Background: an optimization exercise with open tools, aiming at small area. Do not read the settings as production practice. Function was checked by simulation only, so behaviour that the tests miss may differ from the original. In every run shown here, the design's own scripts or RTL, not TritonCTS, make the clock network. The flow treats the clock pin as an ideal source. Dropping or thinning the clock tree relies on that and would not hold on a real chip. No activity file was given, so power comes from the tool's default toggle rates.

`standard.sh`:
```
#!/bin/bash
# synth_recipe.tcl (not shown) runs the flow's synth.tcl, then flattens the netlist and writes it again
# the make line also repeats each setting of config.mk as NAME=value (left out here)
make -C /OpenROAD-flow-scripts/flow DESIGN_CONFIG=/design/flow/config.mk WORK_HOME=/design/flow/orfs CLKGATE_MAP_FILE= SYNTH_SCRIPT=/design/flow/synth_recipe.tcl "${@:-finish}"
```
`design.v`:
```
`timescale 1ns / 1ps
module morse_code_interpreter_top (
    input clk,
    input btnL,
    input btnC,
    input btnR,
    input btnD,
    input [15:0] sw,
    input [4:0] JB,
    output reg [6:0] seg,
    output [3:0] an,
    output dp,
    output [4:0] JA,
    output led
    );
    localparam EV_NONE = 3'b000, EV_LETTER = 3'b010, EV_WORD = 3'b011,
               EV_DIT = 3'b100, EV_DASH = 3'b101;
    reg [4:0] ph;  
    always @(posedge clk) begin
        if (btnC) ph <= 5'd0;
        else ph <= {ph[3:0], ~ph[4]};
    end
    wire tick = !btnC && ph[3] && !ph[4];
    reg source_talking, source_talking_d1;
    reg [4:0] d_out_shift;
    always @(posedge clk) begin
        if (btnC) begin
            source_talking <= 1'b0;
            source_talking_d1 <= 1'b0;
            d_out_shift <= 5'd0;
        end else if (tick) begin
            if (JB[0]) source_talking <= 1'b0;
            else if (btnR) source_talking <= 1'b1;
            source_talking_d1 <= source_talking;
            d_out_shift <= {d_out_shift[3:0], btnR | JB[0]};
        end
    end
    wire rst = btnC | (source_talking ^ source_talking_d1);
    assign JA = {4'b0000, btnR};
    assign dp = 1'b1;
    assign led = ~source_talking;
    reg [4:0] refresh;
    reg [1:0] digit;
    always @(posedge clk) begin
        if (rst) begin
            refresh <= 5'd0;
            digit <= 2'd0;
        end else begin
            refresh <= refresh + 5'd1;
            if (refresh == 5'd15) digit <= digit + 2'd1;
        end
    end
    assign an = ~(4'b0001 << digit);
    reg [4:0] mcnt, scnt;
    reg md1, incl;
    reg mode_h, mode_l;
    reg [11:0] timer;
    reg tflag;
    reg [2:0] next_ev, ev;
    wire m30   = mcnt == 5'b10000;
    wire deb   = m30 | (&mcnt);
    wire rise  = m30;
    wire fall  = md1 & ~deb;
    wire sedge = scnt == 5'b10000;
    wire [4:0] mnext = m30 ? 5'b11111 : {mcnt[3:0], ~(mcnt[4] ^ mcnt[2])};
    wire [4:0] snext = sedge ? 5'b11111 : {scnt[3:0], ~(scnt[4] ^ scnt[2])};
    localparam [11:0] T199 = 12'b100000000100, T500 = 12'b001100001000,
                      T1600 = 12'b110010110011;
    wire tmax = tflag && timer == 12'd0;
    always @(posedge clk) begin
        if (rst) begin
            mcnt <= 5'd0;
            scnt <= 5'd0;
            md1 <= 1'b0;
            mode_h <= 1'b0;
            mode_l <= 1'b0;
            next_ev <= EV_NONE;
            ev <= EV_NONE;
        end else if (tick) begin
            mcnt <= d_out_shift[4] ? mnext : 5'd0;
            scnt <= btnD ? snext : 5'd0;
            md1 <= deb;
            incl <= sw[15];
            if (sedge) begin
                next_ev <= EV_WORD;
            end else begin
                next_ev <= EV_NONE;
                if (tmax) begin
                    mode_h <= 1'b0;
                    mode_l <= 1'b0;
                end
                if (rise) begin
                    mode_h <= 1'b1;
                    mode_l <= 1'b0;
                end else if (fall) begin
                    mode_h <= 1'b0;
                    mode_l <= 1'b1;
                    next_ev <= (mode_h && tflag) ? EV_DASH : EV_DIT;
                end else if (mode_l) begin
                    if (timer == T1600 && incl) next_ev <= EV_WORD;
                    else if (timer == T500) next_ev <= EV_LETTER;
                end
                ev <= next_ev;
            end
        end
    end
    always @(posedge clk) begin
        if (tick && !sedge) begin
            if ((rise && !mode_h) || (fall && !mode_l)) begin
                timer <= 12'd0;
                tflag <= 1'b0;
            end else begin
                timer <= {timer[10:0], ~(timer[11] ^ timer[7] ^ timer[1] ^ timer[0])};
                if (timer == T199) tflag <= 1'b1;
            end
        end
    end
    reg [4:0] state;
    reg sh;
    wire [4:0] node = sh ? 5'd1 : state;
    wire is_elem = ev[2];
    wire [4:0] child = {node[3:0], ev[0]};
    wire child_bad = node[4] || (node == 5'd9 && ev[0]) || (node == 5'd10 && ev[0]) || node == 5'd15;
    wire emit_letter = ev == EV_LETTER && node != 5'd1;
    wire emit_word = ev == EV_WORD;
    wire next_sh = emit_letter | emit_word;
    always @(posedge clk) begin
        if (rst) begin
            state <= 5'd1;
            sh <= 1'b0;
        end else if (tick) begin
            sh <= next_sh;
            if (emit_word) state <= 5'd0;
            else if (is_elem) state <= child_bad ? 5'd1 : child;
            else state <= node;
        end
    end
    wire shift_done = tick && sh && !next_sh;
    reg [19:0] digits;
    always @(posedge clk) begin
        if (rst) digits <= 20'd0;
        else if (shift_done) digits <= {digits[14:0], state};
    end
    reg [4:0] ch;
    always @(*) begin
        case (digit)
            2'd0: ch = digits[4:0];
            2'd1: ch = digits[9:5];
            2'd2: ch = digits[14:10];
            default: ch = digits[19:15];
        endcase
    end
    always @(*) begin
        case (ch)
            5'd2:  seg = 7'b0000110;  
            5'd3:  seg = 7'b0000111;  
            5'd4:  seg = 7'b1001111;  
            5'd5:  seg = 7'b0001000;  
            5'd6:  seg = 7'b0101011;  
            5'd7:  seg = 7'b0101010;  
            5'd8:  seg = 7'b0010010;  
            5'd9:  seg = 7'b1100011;  
            5'd10: seg = 7'b0101111;  
            5'd11: seg = 7'b0010101;  
            5'd12: seg = 7'b0100001;  
            5'd13: seg = 7'b0001010;  
            5'd14: seg = 7'b0010000;  
            5'd15: seg = 7'b0100011;  
            5'd16: seg = 7'b0001011;  
            5'd17: seg = 7'b1010101;  
            5'd18: seg = 7'b0001110;  
            5'd20: seg = 7'b1000111;  
            5'd22: seg = 7'b0001100;  
            5'd23: seg = 7'b1100001;  
            5'd24: seg = 7'b0000011;  
            5'd25: seg = 7'b1101011;  
            5'd26: seg = 7'b1000110;  
            5'd27: seg = 7'b0010001;  
            5'd28: seg = 7'b0100100;  
            5'd29: seg = 7'b0011000;  
            5'd19: seg = 7'b0001110;
            5'd21: seg = 7'b1000111;
            5'd30: seg = 7'b0100100;
            5'd31: seg = 7'b0011000;
            default: seg = 7'b1111111;  
        endcase
    end
endmodule
```
`config.mk`:
```
export PLATFORM = sky130hd
export DESIGN_NAME = morse_code_interpreter_top
export DESIGN_NICKNAME = morse_code_interpreter_top
export VERILOG_FILES = /design/flow/design.v
export SDC_FILE = /design/flow/constraint.sdc
export NUM_CORES = 4
export LEC_CHECK = 0
export CAP_MARGIN = 0
export CORE_MARGIN = 2
export CORE_UTILIZATION = 75
export PLACE_DENSITY = 0.85
export SLEW_MARGIN = 0
```
`flow/reopt.tcl`:
```
# Map the combinational logic of the standard netlist again; flip-flop cells are
# black boxes, so they stay exactly as the standard synthesis made them.
set lib $::env(REOPT_LIB)
yosys read_liberty -ignore_miss_func $lib
yosys blackbox =sky130_fd_sc_hd__*df* =sky130_fd_sc_hd__*dl*
yosys read_verilog $::env(REOPT_IN)
yosys hierarchy -check -top $::env(REOPT_TOP)
yosys flatten
yosys opt -purge
set dont_use {}
foreach c {probe_p_8 probec_p_8 lpflow_bleeder_1 lpflow_clkbufkapwr_1 lpflow_clkbufkapwr_16
  lpflow_clkbufkapwr_2 lpflow_clkbufkapwr_4 lpflow_clkbufkapwr_8 lpflow_clkinvkapwr_1
  lpflow_clkinvkapwr_16 lpflow_clkinvkapwr_2 lpflow_clkinvkapwr_4 lpflow_clkinvkapwr_8
  lpflow_decapkapwr_12 lpflow_decapkapwr_3 lpflow_decapkapwr_4 lpflow_decapkapwr_6
  lpflow_decapkapwr_8 lpflow_inputiso0n_1 lpflow_inputiso0p_1 lpflow_inputiso1n_1
  lpflow_inputiso1p_1 lpflow_inputisolatch_1 lpflow_isobufsrc_1 lpflow_isobufsrc_16
  lpflow_isobufsrc_2 lpflow_isobufsrc_4 lpflow_isobufsrc_8 lpflow_isobufsrckapwr_16
  lpflow_lsbuf_lh_hl_isowell_tap_1 lpflow_lsbuf_lh_hl_isowell_tap_2
  lpflow_lsbuf_lh_hl_isowell_tap_4 lpflow_lsbuf_lh_isowell_4 lpflow_lsbuf_lh_isowell_tap_1
  lpflow_lsbuf_lh_isowell_tap_2 lpflow_lsbuf_lh_isowell_tap_4} {
  lappend dont_use -dont_use sky130_fd_sc_hd__$c
}
yosys abc -liberty $lib {*}$dont_use -script $::env(REOPT_SCRIPT)
yosys splitnets
yosys opt_clean -purge
yosys hilomap -singleton -hicell sky130_fd_sc_hd__conb_1 HI -locell sky130_fd_sc_hd__conb_1 LO
yosys tee -o $::env(REOPT_STAT) stat -liberty $lib
yosys write_verilog -noattr -nohex -nodec $::env(REOPT_OUT)
```
`flow/equiv.tcl`:
```
# Prove the re-mapped netlist equivalent to the standard one: flip-flops are
# paired by instance name, every other net name is hidden.
set lib $::env(REOPT_LIB)
yosys read_liberty -ignore_miss_func $lib
yosys read_verilog $::env(REOPT_IN)
yosys rename $::env(REOPT_TOP) gold
yosys read_verilog $::env(REOPT_GATE)
yosys rename $::env(REOPT_TOP) gate
yosys hierarchy -check
yosys rename -hide gold/w:_* gold/c:_* gate/w:_* gate/c:_*
yosys flatten gold gate
yosys opt_clean
yosys equiv_make gold gate equiv
yosys hierarchy -top equiv
yosys equiv_simple -seq 2
yosys equiv_induct
yosys equiv_status -assert
```
`flow/run.sh`:
```
#!/bin/bash
# Own layout flow: the standard ORFS flow (standard.sh) with these changes
# to how the layout is made:
#  1. after the standard synthesis, the combinational logic is mapped again for
#     area (Yosys + ABC); every flip-flop of the standard synthesis is kept as
#     it is (same instance, name and cell type). Each candidate netlist must be
#     proven equivalent to the standard netlist (Yosys equiv_*); the smallest
#     proven one is used, else the standard netlist is kept.
#  2. port buffers use the smallest buffer cell (buf_1)
#  3. constant outputs share one tie cell per value (no tie fan-out repair)
#  4. CTS runs without dummy clock loads; afterwards its tree is replaced by
#     four clkbuf_8, fed by the clock port, each driving the flip-flops of one
#     quarter of the die (flow/post_cts_manual.tcl)
# Each tool's output goes to a log file in this folder.
set -euo pipefail
cd "$(dirname "$0")/.."
export BUFFER_PORTS_ARGS="-buffer_cell sky130_fd_sc_hd__buf_1"
export CTS_ARGS="-sink_clustering_enable -repair_clock_nets -buf_list sky130_fd_sc_hd__clkbuf_4 -dont_use_dummy_load"
export SKIP_REPAIR_TIE_FANOUT=1
export POST_CTS_TCL="$PWD/flow/post_cts_manual.tcl" CLKTREE_K=4 CLKTREE_BUF=sky130_fd_sc_hd__clkbuf_8
YOSYS="$FLOW_HOME/../tools/install/yosys/bin/yosys"
[[ -x "$YOSYS" ]] || YOSYS=yosys
PLATFORM="${FLOW_PLATFORM:-sky130hd}"
RES="orfs/results/$PLATFORM/morse_code_interpreter_top/base"
export REOPT_LIB="$FLOW_HOME/platforms/$PLATFORM/lib/sky130_fd_sc_hd__tt_025C_1v80.lib"
export REOPT_TOP="${FLOW_TOP:-morse_code_interpreter_top}"

bash standard.sh synth > flow_synth.log 2>&1
mkdir -p reopt
cp "$RES/1_2_yosys.v" reopt/std.v

# map every candidate (up to NUM_CORES at a time), prove each one, keep the smallest
run_candidate() {
  local i=$1 script=$2
  export REOPT_IN=reopt/std.v REOPT_OUT=reopt/cand$i.v REOPT_STAT=reopt/cand$i.stat REOPT_SCRIPT="$script"
  if "$YOSYS" -c flow/reopt.tcl > reopt_map_$i.log 2>&1 \
     && REOPT_GATE=reopt/cand$i.v "$YOSYS" -c flow/equiv.tcl > reopt_equiv_$i.log 2>&1; then
    touch reopt/cand$i.ok
  fi
}
i=0
while read -r script; do
  [[ -z "$script" || "$script" == \#* ]] && continue
  i=$((i + 1))
  run_candidate $i "$script" &
  while (( $(jobs -rp | wc -l) >= ${NUM_CORES:-4} )); do sleep 1; done
done < flow/abc_scripts.txt
wait

best=""
best_area=""
for ((j = 1; j <= i; j++)); do
  if [[ -f reopt/cand$j.ok ]]; then
    area=$(awk '/Chip area/ {print $NF}' reopt/cand$j.stat)
    echo "candidate $j: area $area, proven equivalent" >> reopt.log
    if [[ -z "$best" ]] || awk -v a="$area" -v b="$best_area" 'BEGIN {exit !(a < b)}'; then
      best=reopt/cand$j.v
      best_area=$area
    fi
  else
    echo "candidate $j: failed or not proven" >> reopt.log
  fi
done

if [[ -n "$best" ]]; then
  echo "using $best (area $best_area)" >> reopt.log
  cp "$best" "$RES/1_2_yosys.v"
else
  echo "keeping the standard netlist" >> reopt.log
fi

bash standard.sh > flow_layout.log 2>&1
```
`flow/abc_scripts.txt`:
```
# ABC scripts tried for the area re-mapping, one per line
+strash;&get,-n;&deepsyn,-T,30,-S,0;&dch,-f;&nf,-R,1000,-p;&put;topo;
+strash;&get,-n;&deepsyn,-T,30,-S,2;&dch,-f;&nf,-R,1000,-p;&put;topo;
+strash;&get,-n;&deepsyn,-T,30,-S,1;&dch,-f;&nf,-R,1000,-p;&put;topo;
+strash;&get,-n;&deepsyn,-T,30,-S,3;&dch,-f;&nf,-R,1000,-p;&put;topo;
+strash;&get,-n;&st;&syn2;&dch,-f;&nf,-R,1000,-p;&st;&syn2;&dch,-f;&nf,-R,1000,-p;&put;topo;
+strash;&get,-n;&st;&dc2;&syn2;&dch,-f;&nf,-R,1000,-p;&st;&dc2;&syn2;&dch,-f;&nf,-R,1000,-p;&put;topo;
+strash;&get,-n;&dch,-f;&nf,-R,1000,-p;&put;topo;
+strash;dch,-f;map,-a;topo;
```
`flow/post_cts_manual.tcl`:
```
# After CTS: replace the CTS clock tree by CLKTREE_K buffers of type CLKTREE_BUF,
# each fed by the clock port and driving the flip-flops of one region of the die
# (the flip-flops are split in two halves by x, and each half again by y when
# CLKTREE_K is 4). Then the placement is legalized again.
set k $::env(CLKTREE_K)
set bufcell $::env(CLKTREE_BUF)
set block [ord::get_db_block]
set db [ord::get_db]
set clk_net [$block findNet clk]
set master [$db findMaster $bufcell]

# clock pins of the flip-flops
set sinks {}
foreach inst [$block getInsts] {
  if { ![string match "sky130_fd_sc_hd__*df*" [[$inst getMaster] getName]] } { continue }
  set it [$inst findITerm CLK]
  if { $it eq "NULL" } { continue }
  lappend sinks $it
}
# the CTS buffers: every clock buffer reachable from the clock port
set todo [list $clk_net]
set bufs {}
set nets {}
while { [llength $todo] } {
  set net [lindex $todo 0]
  set todo [lrange $todo 1 end]
  foreach it [$net getITerms] {
    set inst [$it getInst]
    if { [string match "sky130_fd_sc_hd__clkbuf_*" [[$inst getMaster] getName]]
         && [[$it getMTerm] getName] eq "A" } {
      lappend bufs $inst
      set onet [[$inst findITerm X] getNet]
      if { $onet ne "NULL" } {
        lappend nets $onet
        lappend todo $onet
      }
    }
  }
}
puts "manual clock tree: [llength $sinks] flip-flops, removing [llength $bufs] CTS buffers"
foreach it $sinks { $it disconnect }
foreach b $bufs { odb::dbInst_destroy $b }
foreach n $nets { odb::dbNet_destroy $n }

proc center { it } {
  set bb [[$it getInst] getBBox]
  return [list [expr { ([$bb xMin] + [$bb xMax]) / 2 }] [expr { ([$bb yMin] + [$bb yMax]) / 2 }]]
}
proc split_by { items axis } {
  set keyed {}
  foreach it $items { lappend keyed [list [lindex [center $it] $axis] $it] }
  set sorted [lsort -integer -index 0 $keyed]
  set half [expr { [llength $sorted] / 2 }]
  set a {}
  set b {}
  set i 0
  foreach p $sorted {
    if { $i < $half } { lappend a [lindex $p 1] } else { lappend b [lindex $p 1] }
    incr i
  }
  return [list $a $b]
}
set groups [list $sinks]
if { $k >= 2 } { set groups [split_by $sinks 0] }
if { $k >= 4 } {
  set g {}
  foreach grp $groups {
    foreach h [split_by $grp 1] { lappend g $h }
  }
  set groups $g
}
set n 0
foreach grp $groups {
  set sx 0
  set sy 0
  foreach it $grp {
    lassign [center $it] x y
    incr sx $x
    incr sy $y
  }
  set cx [expr { $sx / [llength $grp] }]
  set cy [expr { $sy / [llength $grp] }]
  set inst [odb::dbInst_create $block $master "clkbuf_manual_$n"]
  $inst setLocation $cx $cy
  $inst setPlacementStatus PLACED
  set net [odb::dbNet_create $block "clknet_manual_$n"]
  $net setSigType CLOCK
  [$inst findITerm A] connect $clk_net
  [$inst findITerm X] connect $net
  foreach it $grp { $it connect $net }
  puts "manual clock tree: clkbuf_manual_$n ($bufcell) drives [llength $grp] flip-flops"
  incr n
}
detailed_placement
check_placement -verbose
estimate_parasitics -placement
global_connect
```
`constraint.sdc`:
```
create_clock -name core_clock -period 10.0 [get_ports {clk}]
set_input_delay 2.0000 -clock core_clock [delete_from_list [all_inputs] [get_ports {clk}]]
set_output_delay 2.0000 -clock core_clock [all_outputs]
set_load 0.01 [all_outputs]
```
==> metrics.csv, run 1 <==
metric;value;unit
total length of routed wires;6690;um
die width;68.6;um
status;finished clean;
Die Span Y;68.6;um
Routed WL per cell;16.6;um
Site Rows;23;
post-synthesis cell count;330;
crit end category;output pin;
syn_area_per_cell;9.49;um2
die area;4710;um2
Layout Utilization;83.1;%
largest net degree at the start of global routing;22;
ant diodes;0;
initial antenna violation count;0;
CP max FO;9;
Worst Tran Pin Value;1.03;ns
critical path startpoint category;flip-flop;
Post-DP HPWL;4560;um
net count after synthesis;356;
Tmin final;5.14;ns
Critical Path RT;8.00;ns
grt total ovfl;0;
Final Hold Vio Count;0;
Max Fclk;0.194;GHz
GPL Wtd Cong;0.902;
Worst-path clk slew;0.11;ns
vias per cell;6.58;
leakage power;0.00111;uW
layout cells sized above 1;1.42;%
Starting Density;78.3;%
WP data arrival;3.14;ns
slew margin rel.;31.3;%
Final nets;381;
PortBufs;18;
P&R area growth vs syn;6.16;%
Tightest Hold Check Type;flip-flop to flip-flop;
final setup margin;4.86;ns
Pre-antenna DRT Iters;5;
DRC Markers;0;
setup violators final;0;
synth warn;1;
Final Skew;0.00833;ns
clk sinks;78;
Setup WS pre-CTS;5.20;ns
Power per Cell Area;135;nW/um2
Iter 0 DRT Violations;296;
WS Path Type;flip-flop to output pin;
first-pass GRT wire length;10600;um
via count;2650;
I/O Pins;44;
gr usage total;30.3;%
Worst VDD drop;131;uV
crit share post-route;51.4;%
vias in the first global route;2341;
core area;4000;um2
Mapped Area;3130;um2
RSZ-0062 raised after global routing;false;
Pins Over Slew Limit;0;
setup TNS;0;ns
post-route ant nets;0;
Max Cap Viol;0;
clock latency (worst-skew pair);0.17;ns
## final timing paths
check        slack, ns                   to             startpoint  depth (start not counted)
max reg2reg       7.17  tflag$_SDFFCE_PP0P_   mcnt[2]$_SDFFE_PP0P_                          7
min reg2reg       0.41     ph[0]$_SDFF_PP0_       ph[4]$_SDFF_PP0_                          1
min               0.41     ph[0]$_SDFF_PP0_       ph[4]$_SDFF_PP0_                          1
max               4.86               seg[0]  digit[0]$_SDFFE_PP0N_                         10
## final cells by class
class,instances,area (um2)
timing repair buffer,19,75.1
fill,241,677
sequential,78,1700
buffer,4,55.1
multi-input combinational,245,1400
inverter,7,26.3
tap,50,62.6
## flip-flops by register name, indices dropped and copies added, names as in the netlist
signal and cells:
incl 1, d_out_shift 5, refresh 5, scnt 5, state 5, source_talking_d1 1, mode_l 1, digit 2
md1 1, tflag 1, mode_h 1, next_ev 3, mcnt 5, timer 12, digits 20, source_talking 1
sh 1, ev 3, ph 5
## critical path, cell delays in order, from the launching register on
cell	delay (ns)
dfxtp_1	0.46
or2_0	0.42
o22a_1	0.22
o221a_1	0.28
o21ai_0	0.27
o21ai_0	0.40
nor2_1	0.10
a21oi_1	0.28
clkinv_1	0.11
a221oi_1	0.27
buf_1	0.18
## power by group
group	switching (uW)	internal, uW
combinational	8.69	2.83
clock	77.5	37.5
sequential	1.46	321
## metrics by stage
stage / cells / hold slack (ns) / total power [uW] / area (um2)
finish: 403 / 0.409 / 449 / 3320
global route: 403 / 0.433 / 457 / 3320
detailed placement: 399 / 0.394 / 340 / 3270
global placement: 399 / 0.393 / 340 / 3270
floorplan: 330 / 0.382 / 336 / 3130
## placed cells by master, fill, tap and decap left out, drive strengths merged, types with 3 or more instances in the layout
cell type	instances
nand2b	4
a22o	30
o21ai	29
a21oi	17
nor3	10
nand3	7
xor2	4
and3	6
edfxtp	14
buf	19
o22ai	7
nor2b	16
and2	3
nand2	35
clkbuf	4
clkinv	7
dfxtp	64
xnor2	3
o221a	3
nor2	41
nor4	3
## routing by layer
layer	track usage, %	share of wire [%]	vias up
met5	0	0	-
met1	37.2	43	1255
li1	-	-	1270
met3	7.47	5.9	14
met4	12.3	1.6	0
met2	51.0	49	111
==> inputs of run 2 (changes only) <==
--- a/flow/abc_scripts.txt
+++ b/flow/abc_scripts.txt
@@ -1,4 +1,8 @@
 # ABC scripts tried for the area re-mapping, one per line
++strash;&get,-n;&deepsyn,-T,60,-S,0;&deepsyn,-T,60,-S,1;&dch,-f;&nf,-R,1000,-p;&put;topo;
++strash;&get,-n;&deepsyn,-T,60,-S,0;&deepsyn,-T,60,-S,1;&dch,-f;&nf,-R,1000,-p,-C,32,-F,10,-A,6;&put;topo;&get,-n;&st;&dch,-f;&nf,-R,1000,-p,-C,32,-F,10,-A,6;&put;topo;
++strash;&get,-n;&deepsyn,-T,30,-S,0;&dch,-f;&nf,-R,1000,-p,-C,32,-F,10,-A,6;&put;topo;
++strash;&get,-n;&deepsyn,-T,30,-S,0;&dch,-f;&nf,-R,1000,-p;&put;topo;&get,-n;&st;&dch,-f;&nf,-R,1000,-p;&put;topo;
 +strash;&get,-n;&deepsyn,-T,30,-S,0;&dch,-f;&nf,-R,1000,-p;&put;topo;
 +strash;&get,-n;&deepsyn,-T,30,-S,2;&dch,-f;&nf,-R,1000,-p;&put;topo;
 +strash;&get,-n;&deepsyn,-T,30,-S,1;&dch,-f;&nf,-R,1000,-p;&put;topo;
--- a/config.mk
+++ b/config.mk
@@ -7,6 +7,5 @@
 export LEC_CHECK = 0
 export CAP_MARGIN = 0
 export CORE_MARGIN = 2
-export CORE_UTILIZATION = 75
-export PLACE_DENSITY = 0.85
+export CORE_UTILIZATION = 60
 export SLEW_MARGIN = 0
==> run 2 against run 1 <==
Still clean. Setup slack better by 0.32 ns. Area after synthesis decreased by 0.68%. Core utilization is 17 points lower. Global-route usage shrank 9.3 points. Hold slack gained 0.022 ns. Die area increased by 23%. Synthesized cell count shrank 0.30%. Combinational power hardly changed. Maximum frequency rose by 6.6%. Register-to-register slack better by 0.04 ns. Power down 0.83%. Sequential power hardly changed. Critical endpoint is now seg[3].
==> metrics.csv, run 2 <==
metric;value;unit;change
FF-to-FF Start;mcnt[2]$_SDFFE_PP0P_;;
slowest stage cell, crit path;dfxtp_1;;
first-pass GRT wire length;10100;um;-4.8%
most common cell after layout, fill and taps aside;dfxtp_1;;
critical path startpoint category;flip-flop;;
worst hold start;ph[4]$_SDFF_PP0_;;
crit end category;output pin;;
vias per cell;5.82;;-11%
gr usage total;21.0;%;-9.3 points
crit-path cells;nand2b_1 -> o22ai_1 -> nor2_1 -> o21ai_0 -> nand2_1 -> nor2_1 -> a21oi_1 -> nor3_1 -> a311oi_1 -> buf_1;;
largest register by flop count;digits;;
crit share post-route;48.2;%;-3.2 points
net count after synthesis;355;;-0.28%
max incr delay on CP;0.48;ns;+0.02 ns
Post-DP HPWL;4080;um;-10%
final setup margin;5.18;ns;+0.320 ns
clock latency (worst-skew pair);0.17;ns;about the same
sequential cell area;1700;um2;unchanged
post-synthesis cell count;329;;-0.30%
Pins Over Slew Limit;0;;unchanged
setup TNS;0;ns;unchanged
slew margin rel.;33.9;%;+2.5 points
syn_area_per_cell;9.45;um2;-0.38%
Setup WS pre-CTS;5.45;ns;+0.246 ns
RSZ-0062 raised after global routing;false;;
Final Hold Vio Count;0;;unchanged
worst-case hold path end point;ph[0]$_SDFF_PP0_;;
setup violators final;0;;unchanged
Worst VDD drop;112;uV;-14%
Largest register FFs;20;;unchanged
layout cells sized above 1;1.70;%;+0.28 points
status;finished clean;;
clk sinks;78;;unchanged
initial antenna violation count;0;;unchanged
Cells on Worst Hold Path;1;;unchanged
vias in the first global route;2246;;-4.1%
DRC Markers;0;;unchanged
Worst Setup SP;digit[0]$_SDFFE_PP0N_;;
worst r2r path cells;7;;unchanged
Filler cells;454;;+88%
GPL Wtd Cong;0.803;;-11%
Pre-antenna DRT Iters;5;;unchanged
Iter 0 DRT Violations;137;;-54%
Power per Cell Area;133;nW/um2;-1.2%
synth warn;1;;unchanged
Max Cap Viol;0;;unchanged
P&R area growth vs syn;7.24;%;
Starting Density;61.7;%;-17 points
via count;2462;;-7.1%
Die Span Y;76.0;um;+11%
Tightest Hold Check Type;flip-flop to flip-flop;;
Worst Tran Pin Value;0.992;ns;-0.0381 ns
Critical Path RT;8.00;ns;about the same
Top Registers;digits x20, timer x12;;
Max Fclk;0.207;GHz;+6.6%
Multi-input gate area;1380;um2;-1.5%
delay-heaviest family, CP;compound AO/OA/AOI/OAI gates;;
CP max FO;9;;unchanged
Most common cell on crit path;nor2_1;;
Routed WL per cell;13.6;um;-18%
post-route ant nets;0;;unchanged
Tmin final;4.82;ns;-0.320 ns
Site Rows;26;;+13%
die area;5770;um2;+23%
Final nets;381;;unchanged
Mapped Area;3110;um2;-0.68%
WS Path Type;flip-flop to output pin;;
leakage power;0.00111;uW;about the same
I/O Pins;44;;unchanged
WP buf/inv;1;;-1
grt total ovfl;0;;unchanged
leading cell types in the layout, fill and taps excluded;64 x dfxtp_1, 42 x nor2_1, 37 x nand2_1, 30 x a22o_1, 28 x o21ai_0;;
Reg2Reg Capture Point;tflag$_SDFFCE_PP0P_;;
die width;76.0;um;+11%
largest net degree at the start of global routing;22;;unchanged
r2r setup slk;7.21;ns;+0.04 ns
PortBufs;18;;unchanged
Worst-path clk slew;0.11;ns;about the same
Final Skew;0.0100;ns;+0.00172 ns
ant diodes;0;;unchanged
WP data arrival;2.82;ns;-0.32 ns
total length of routed wires;5760;um;-14%
core area;5040;um2;+26%
run 2: area by class of cell:
type,instances,share of cell area [%]
repair buffers,20,2.48
flip-flops and latches,78,51.0
multi-input cells,244,41.4
well taps,70,2.63
inverters,7,0.788
plain buffers,4,1.65
run 2: through the flow:
| step | instance area, um2 | instances | power, uW | util, % | hold slack [ns] |
|---|---|---|---|---|---|
| after floorplan | 3110 | 329 | 336 | - | 0.399 |
| after global placement | 3280 | 419 | 340 | 65.0 | 0.419 |
| after detailed placement | 3280 | 419 | 341 | 65.0 | 0.418 |
| after global routing | 3330 | 423 | 460 | 66.1 | 0.459 |
| final | 3330 | 423 | 445 | 66.1 | 0.431 |
run 2: worst reg2reg max path: cells and delay by family (launching register included):
kind                   cells  cell delay [ns]
flip-flops                 1             0.39
AO/OA/AOI/OAI              3             1.37
buffers and inverters      1             0.21
AND/OR/NAND/NOR            3             0.54
run 2: how the worst max path moves through the flow:
stage                            end  cells past startpoint
6_report                      seg[3]                     10
5_1_grt                       seg[3]                     10
3_5_place_dp   state[1]$_SDFFE_PP0P_                     13
3_3_place_gp                  seg[3]                     10
2_1_floorplan  state[2]$_SDFFE_PP0P_                     11
run 2: power by group:
group	internal (uW)	switching (uW)
sequential	321	1.20
combinational	2.95	8.43
clock	37.4	74.3
run 2: routing by layer:
metal  vias to the layer above  track usage (%)  wire length, um
met4                         0             4.91               65
met5                         -                0                0
met2                        58             33.0             2540
met3                         7             4.50              265
li1                       1263                -                -
met1                      1134             30.0             2890
==> inputs of run 3 (changes only) <==
--- a/config.mk
+++ b/config.mk
@@ -8,4 +8,5 @@
 export CAP_MARGIN = 0
 export CORE_MARGIN = 2
 export CORE_UTILIZATION = 60
+export GPL_TIMING_DRIVEN = 0
 export SLEW_MARGIN = 0
==> run 3 against run 2 <==
Sequential share of layout area grew 0.19 points. First-iteration DRC count increased by 20%. Setup slack got worse by 0.12 ns. Final cell count decreased by 0.47%. Power down 0.16%. Critical path depth grew 2. Sequential power hardly changed. Core utilization shrank 0.25 points. Final area decreased by 0.38%. Die area is the same. Maximum frequency is 2.5% lower. Clock skew is 0.0031 ns lower. Critical endpoint is now state[4]$_SDFFE_PP0P_. Largest cell class unchanged.
==> metrics.csv, run 3 <==
metric;value;unit;change
Final Skew;0.00697;ns;-0.00308 ns
slew margin rel.;33.3;%;-0.57 points
Mapped Area;3110;um2;unchanged
WP data arrival;5.06;ns;+2.24 ns
status;finished clean;;
leading cell types in the layout, fill and taps excluded;64 x dfxtp_1, 41 x nor2_1, 37 x nand2_1, 30 x a22o_1, 28 x o21ai_0;;
layout cells sized above 1;1.42;%;-0.28 points
initial antenna violation count;0;;unchanged
clk sinks;78;;unchanged
Worst Tran Pin Value;1.00;ns;+0.00860 ns
crit-path cells;buf_1 -> nor2_1 -> nand2_1 -> nor2_1 -> nand2_1 -> nor2_1 -> nand2_1 -> and3_1 -> nor2_2 -> nand2_1 -> a21oi_1 -> a22o_1;;
Tightest Hold Check Type;flip-flop to flip-flop;;
Clock Power Share;25.1;%;about the same
core area;5040;um2;unchanged
total length of routed wires;5820;um;+1.1%
Pwr Total;444;uW;-0.16%
Final nets;379;;-0.52%
PortBufs;18;;unchanged
Pre-antenna DRT Iters;4;;-1
Layout Utilization;65.9;%;-0.25 points
WS Path Type;input port to flip-flop;;
FF-to-FF Start;ph[4]$_SDFF_PP0_;;
combinational share of power;2.5;%;about the same
GPL Wtd Cong;0.812;;+1.2%
sw power;83.6;uW;-0.44%
DRC Markers;0;;unchanged
first-pass GRT wire length;10400;um;+2.7%
Final Hold Vio Count;0;;unchanged
most common cell after layout, fill and taps aside;dfxtp_1;;
delay-heaviest family, CP;simple AND/OR/NAND/NOR gates;;
Tmin final;4.95;ns;+0.124 ns
Pins Over Slew Limit;0;;unchanged
Power per Cell Area;134;nW/um2;+0.22%
Max Fclk;0.202;GHz;-2.5%
net count after synthesis;355;;unchanged
post-route ant nets;0;;unchanged
grt total ovfl;0;;unchanged
largest net degree at the start of global routing;22;;unchanged
crit end category;flip-flop;;
largest register by flop count;digits;;
Internal;361;uW;about the same
clock latency (worst-skew pair);0.17;ns;about the same
Max Cap Viol;0;;unchanged
sequential share of power;72.5;%;+0.2 points
Worst VDD drop;114;uV;+2.0%
max incr delay on CP;0.71;ns;+0.23 ns
Largest register FFs;20;;unchanged
Post-DP HPWL;4160;um;+1.8%
Reg2Reg Capture Point;state[4]$_SDFFE_PP0P_;;
slowest stage cell, crit path;nor2_2;;
Site Rows;26;;unchanged
setup violators final;0;;unchanged
vias per cell;5.89;;+1.3%
I/O Pins;44;;unchanged
gr usage total;21.6;%;+0.57 points
worst hold start;ph[4]$_SDFF_PP0_;;
post-synthesis cell count;329;;unchanged
hold slack;0.443;ns;+0.0114 ns
syn_area_per_cell;9.45;um2;unchanged
via count;2481;;+0.77%
setup TNS;0;ns;unchanged
worst r2r path cells;11;;+4
switch share;18.8;%;-0.053 points
Die Span Y;76.0;um;unchanged
critical path startpoint category;input port;;
Worst-path clk slew;0.11;ns;about the same
Starting Density;61.7;%;unchanged
Iter 0 DRT Violations;165;;+20%
synth warn;1;;unchanged
CP max FO;21;;+12
ant diodes;0;;unchanged
P&R area growth vs syn;6.84;%;
r2r setup slk;6.80;ns;-0.41 ns
die width;76.0;um;unchanged
die area;5770;um2;unchanged
leakage power;0.00110;uW;-0.90%
Routed WL per cell;13.8;um;+1.5%
Critical Path RT;10.11;ns;+2.11 ns
RSZ-0062 raised after global routing;false;;
WP buf/inv;1;;unchanged
crit share post-route;49.5;%;+1.2 points
Cells on Worst Hold Path;1;;unchanged
Top Registers;digits x20, timer x12;;
vias in the first global route;2299;;+2.4%
Filler cells;430;;-5.3%
worst-case hold path end point;ph[0]$_SDFF_PP0_;;
Most common cell on crit path;nand2_1;;
==> run 3: changes by cell type in the layout (fill, tap and decap cells not counted) <==
| cell | change |
|---|---|
| buf_4 | -2 |
| nor2_1 | -1 |
| nor2_2 | +1 |
==> run 3: routing by layer <==
metal | wire length, um | vias up | GRT usage, %
met3 | 176 | 5 | 4.38
met5 | 0 | - | 0
met1 | 2910 | 1169 | 31.2
li1 | - | 1265 | -
met2 | 2650 | 42 | 33.8
met4 | 77 | 0 | 4.91
==> run 3: worst max-delay path by stage <==
stage / end / slack, ns / start / cells past startpoint
final: state[4]$_SDFFE_PP0P_ / 5.05 / btnC / 12
after global routing: state[1]$_SDFFE_PP0P_ / 4.58 / btnC / 13
after detailed placement: state[4]$_SDFFE_PP0P_ / 4.47 / btnC / 12
after global placement: state[3]$_SDFFE_PP0P_ / 4.51 / btnC / 12
after floorplan: state[2]$_SDFFE_PP0P_ / 5.55 / btnC / 11
==> run 3: per-stage QoR <==
step	worst slack (ns)	cells	area (um2)
final	5.05	421	3320
after global routing	4.58	421	3320
after detailed placement	4.47	417	3260
after global placement	4.51	417	3260
after floorplan	5.55	329	3110
==> run 3: power by group through the flow <==
stage | combinational, uW | sequential (uW) | clock [uW]
2_1_floorplan | 7.30 | 329 | 0
3_3_place_gp | 10.9 | 329 | 0
3_5_place_dp | 11.0 | 329 | 0
5_1_grt | 12.6 | 322 | 126
6_report | 11.0 | 322 | 111
==> run 3: cell type report <==
type	count	area, um2	share of cell area, %
buffer	4	55.1	1.66
inverter	7	26.3	0.791
multi-input combinational	244	1380	41.7
sequential	78	1700	51.2
tap	70	87.6	2.64
timing repair buffer	18	67.6	2.03
==> inputs of run 4 (changes only) <==
--- a/flow/run.sh
+++ b/flow/run.sh
@@ -7,7 +7,8 @@
 #     proven equivalent to the standard netlist (Yosys equiv_*); the smallest
 #     proven one is used, else the standard netlist is kept.
 #  2. port buffers use the smallest buffer cell (buf_1)
-#  3. constant outputs share one tie cell per value (no tie fan-out repair)
+#  3. the constant outputs share one tie cell (its HI and LO outputs;
+#     flow/merge_ties.py) and no tie fan-out repair
 #  4. CTS runs without dummy clock loads; afterwards its tree is replaced by
 #     four clkbuf_8, fed by the clock port, each driving the flip-flops of one
 #     quarter of the die (flow/post_cts_manual.tcl)
@@ -34,6 +35,7 @@
   local i=$1 script=$2
   export REOPT_IN=reopt/std.v REOPT_OUT=reopt/cand$i.v REOPT_STAT=reopt/cand$i.stat REOPT_SCRIPT="$script"
   if "$YOSYS" -c flow/reopt.tcl > reopt_map_$i.log 2>&1 \
+     && python3 flow/merge_ties.py reopt/cand$i.v reopt/cand$i.v > reopt_ties_$i.log 2>&1 \
      && REOPT_GATE=reopt/cand$i.v "$YOSYS" -c flow/equiv.tcl > reopt_equiv_$i.log 2>&1; then
     touch reopt/cand$i.ok
   fi
==> flow/merge_ties.py (new file) <==
"""Merge the tie-high and the tie-low cell of a netlist into one conb_1 cell
(a conb_1 has both a HI and a LO output). Usage: merge_ties.py IN OUT"""
import re
import sys

text = open(sys.argv[1]).read()
inst = re.compile(r"  sky130_fd_sc_hd__conb_1 (\S+) \(\n    \.(HI|LO)\(([^)]*)\)\n  \);\n")
found = inst.findall(text)
hi = [f for f in found if f[1] == "HI"]
lo = [f for f in found if f[1] == "LO"]
if len(hi) == 1 and len(lo) == 1 and len(found) == 2:
    text = inst.sub(lambda m: "" if m.group(2) == "LO" else m.group(0), text)
    old = "  sky130_fd_sc_hd__conb_1 %s (\n    .HI(%s)\n  );\n" % (hi[0][0], hi[0][2])
    new = "  sky130_fd_sc_hd__conb_1 %s (\n    .HI(%s),\n    .LO(%s)\n  );\n" % (hi[0][0], hi[0][2], lo[0][2])
    assert old in text
    text = text.replace(old, new)
open(sys.argv[2], "w").write(text)
==> run 4 against run 3 <==
Synthesized cell count decreased by 0.30%. Largest cell class unchanged. Setup slack got worse by 0.43 ns. Final area is 0.19% lower. Critical path depth stayed put. Sequential share of layout area is 0.097 points higher. First-iteration DRC count unchanged. Maximum frequency fell by 7.9%. Area after synthesis is 0.12% lower. Sequential power about the same. Still clean. Largest power group unchanged. Sequential cell count stayed put. Critical path type unchanged.
==> metrics.csv, run 4 <==
metric;value;unit;change
vias in the first global route;2193;;-4.6%
clock latency (worst-skew pair);0.17;ns;about the same
grt total ovfl;0;;unchanged
WS Path Type;input port to flip-flop;;
net count after synthesis;355;;unchanged
Site Rows;26;;unchanged
syn_area_per_cell;9.47;um2;+0.18%
Final Hold Vio Count;0;;unchanged
Pwr Total;443;uW;-0.32%
Routed WL per cell;13.6;um;-1.4%
Mapped Area;3110;um2;-0.12%
P&R area growth vs syn;6.77;%;about the same
Starting Density;61.6;%;-0.074 points
layout cells sized above 1;1.14;%;-0.28 points
Worst-path clk slew;0.11;ns;about the same
Die Span Y;75.9;um;about the same
worst r2r path cells;11;;unchanged
largest register by flop count;digits;;
vias per cell;5.87;;-0.33%
worst-case hold path end point;d_out_shift[0]$_SDFFE_PP0P_;;
Max Fclk;0.186;GHz;-7.9%
RSZ-0062 raised after global routing;false;;
GPL Wtd Cong;0.894;;+10%
gr usage total;20.5;%;-1.1 points
most common cell after layout, fill and taps aside;dfxtp_1;;
PortBufs;18;;unchanged
clk sinks;78;;unchanged
Tmin final;5.37;ns;+0.426 ns
Power per Cell Area;134;nW/um2;-0.13%
FF-to-FF Start;ph[4]$_SDFF_PP0_;;
Worst VDD drop;110;uV;-3.4%
worst hold start;d_out_shift[0]$_SDFFE_PP0P_;;
Top Registers;digits x20, timer x12;;
max incr delay on CP;1.08;ns;+0.37 ns
status;finished clean;;
initial antenna violation count;0;;unchanged
Filler cells;420;;-2.3%
crit end category;flip-flop;;
slowest stage cell, crit path;nor2_1;;
post-route ant nets;0;;unchanged
crit share post-route;53.7;%;+4.3 points
first-pass GRT wire length;9890;um;-4.7%
critical path startpoint category;input port;;
leakage power;0.00110;uW;-0.31%
via count;2467;;-0.56%
Worst Tran Pin Value;1.29;ns;+0.294 ns
total length of routed wires;5720;um;-1.6%
Reg2Reg Capture Point;state[2]$_SDFFE_PP0P_;;
Final nets;379;;unchanged
Largest register FFs;20;;unchanged
Pre-antenna DRT Iters;4;;unchanged
synth warn;1;;unchanged
Cells on Worst Hold Path;2;;+1
die width;75.9;um;about the same
DRC Markers;0;;unchanged
Iter 0 DRT Violations;165;;unchanged
crit-path cells;buf_1 -> nor2_1 -> nand2_1 -> nor2_1 -> nand2_1 -> nor2_1 -> nand2_1 -> and3_1 -> nor2_1 -> nand2_1 -> a21oi_1 -> a22o_1;;
leading cell types in the layout, fill and taps excluded;64 x dfxtp_1, 42 x nor2_1, 37 x nand2_1, 30 x a22o_1, 28 x o21ai_0;;
largest net degree at the start of global routing;22;;unchanged
die area;5770;um2;-0.11%
r2r setup slk;6.37;ns;-0.43 ns
slew margin rel.;13.4;%;-20 points
Critical Path RT;10.12;ns;about the same
CP max FO;21;;unchanged
ant diodes;0;;unchanged
core area;5040;um2;unchanged
Final Skew;0.00853;ns;+0.00156 ns
post-synthesis cell count;328;;-0.30%
I/O Pins;44;;unchanged
Tightest Hold Check Type;flip-flop to flip-flop;;
Pins Over Slew Limit;0;;unchanged
setup violators final;0;;unchanged
setup TNS;0;ns;unchanged
Max Cap Viol;0;;unchanged
Post-DP HPWL;4110;um;-1.0%
WP data arrival;5.49;ns;+0.43 ns
==> run 4: how the worst max path moves through the flow <==
| stage | from | endpoint | slack, ns |
|---|---|---|---|
| 2_1_floorplan | btnC | state[2]$_SDFFE_PP0P_ | 5.55 |
| 3_3_place_gp | btnC | state[2]$_SDFFE_PP0P_ | 4.49 |
| 3_5_place_dp | btnC | state[1]$_SDFFE_PP0P_ | 4.44 |
| 5_1_grt | btnC | state[1]$_SDFFE_PP0P_ | 4.23 |
| 6_report | btnC | state[2]$_SDFFE_PP0P_ | 4.63 |
==> run 4: final cells by class <==
type                       instances  area (um2)  area share [%]
buffer                             4        55.1            1.66
inverter                           7        26.3           0.792
tap                               70        87.6            2.64
sequential                        78        1700            51.3
multi-input combinational        243        1380            41.5
timing repair buffer              18        67.6            2.04
==> run 4: stage by stage <==
stage	hold WS, ns	instances	util, %	setup slack, ns	cell area (um2)
after detailed placement	0.427	416	64.7	4.44	3260
final	0.448	420	65.8	4.63	3320
after global placement	0.418	416	64.7	4.49	3260
after floorplan	0.399	328	-	5.55	3110
after global routing	0.464	420	65.8	4.23	3320
==> run 4: per-layer routing <==
metal | global-route usage, % | part of all wire [%] | vias to the layer above
met4 | 6.73 | 1.3 | 0
met2 | 32.0 | 45 | 60
met1 | 29.8 | 50 | 1139
li1 | - | - | 1261
met3 | 2.62 | 3.9 | 7
met5 | 0 | 0 | -
==> run 4: where the power goes <==
| part | switching (uW) | total, uW | internal (uW) |
|---|---|---|---|
| Sequential | 1.31 | 322 | 321 |
| Combinational | 8.44 | 11.0 | 2.59 |
| Clock | 72.5 | 110 | 37.4 |
==> run 4: critical path, delay by kind of cell <==
| family | cells | cell delay [ns] |
|---|---|---|
| simple gates | 9 | 2.79 |
| compound gates | 2 | 0.52 |
| buf+inv | 1 | 0.18 |

==> re-timing with driven ports <==
The flow's constraints put no driver on any port. The routed layouts listed below were extracted and timed again, unchanged, in two steps.
Step 1: set_driving_cell puts a clkbuf_16 on clk and a buf_2 on each other input, an assumption about the parent block.
Step 2 adds t to the input delays and takes it off the output delays; t is the mean of the earliest and latest rising clock arrival at the registers after step 1. Input paths then give back, and output paths get back, about the clock's delay inside the block.
Slacks: ideal / step 1 / step 2; pairs: ideal / step 1.
run | shift t [ns] | setup WS [ns] | worst hold slack (ns) | worst setup path after step 2
run 1 | 0.230 | 4.859 / 4.797 / 5.026 | 0.409 / 0.409 / 0.409 | register to output
run 2 | 0.221 | 5.179 / 5.122 / 5.343 | 0.431 / 0.431 / 0.431 | register to output
run 3 | 0.221 | 5.055 / 5.094 / 4.873 | 0.443 / 0.443 / 0.443 | input to register
run 4 | 0.215 | 4.629 / 4.663 / 4.448 | 0.448 / 0.448 / 0.448 | input to register
After both steps every run listed still meets setup and hold. For run 3, which loses most, drivers alone change the setup slack by +0.039 ns; drivers and shift together by -0.182 ns.
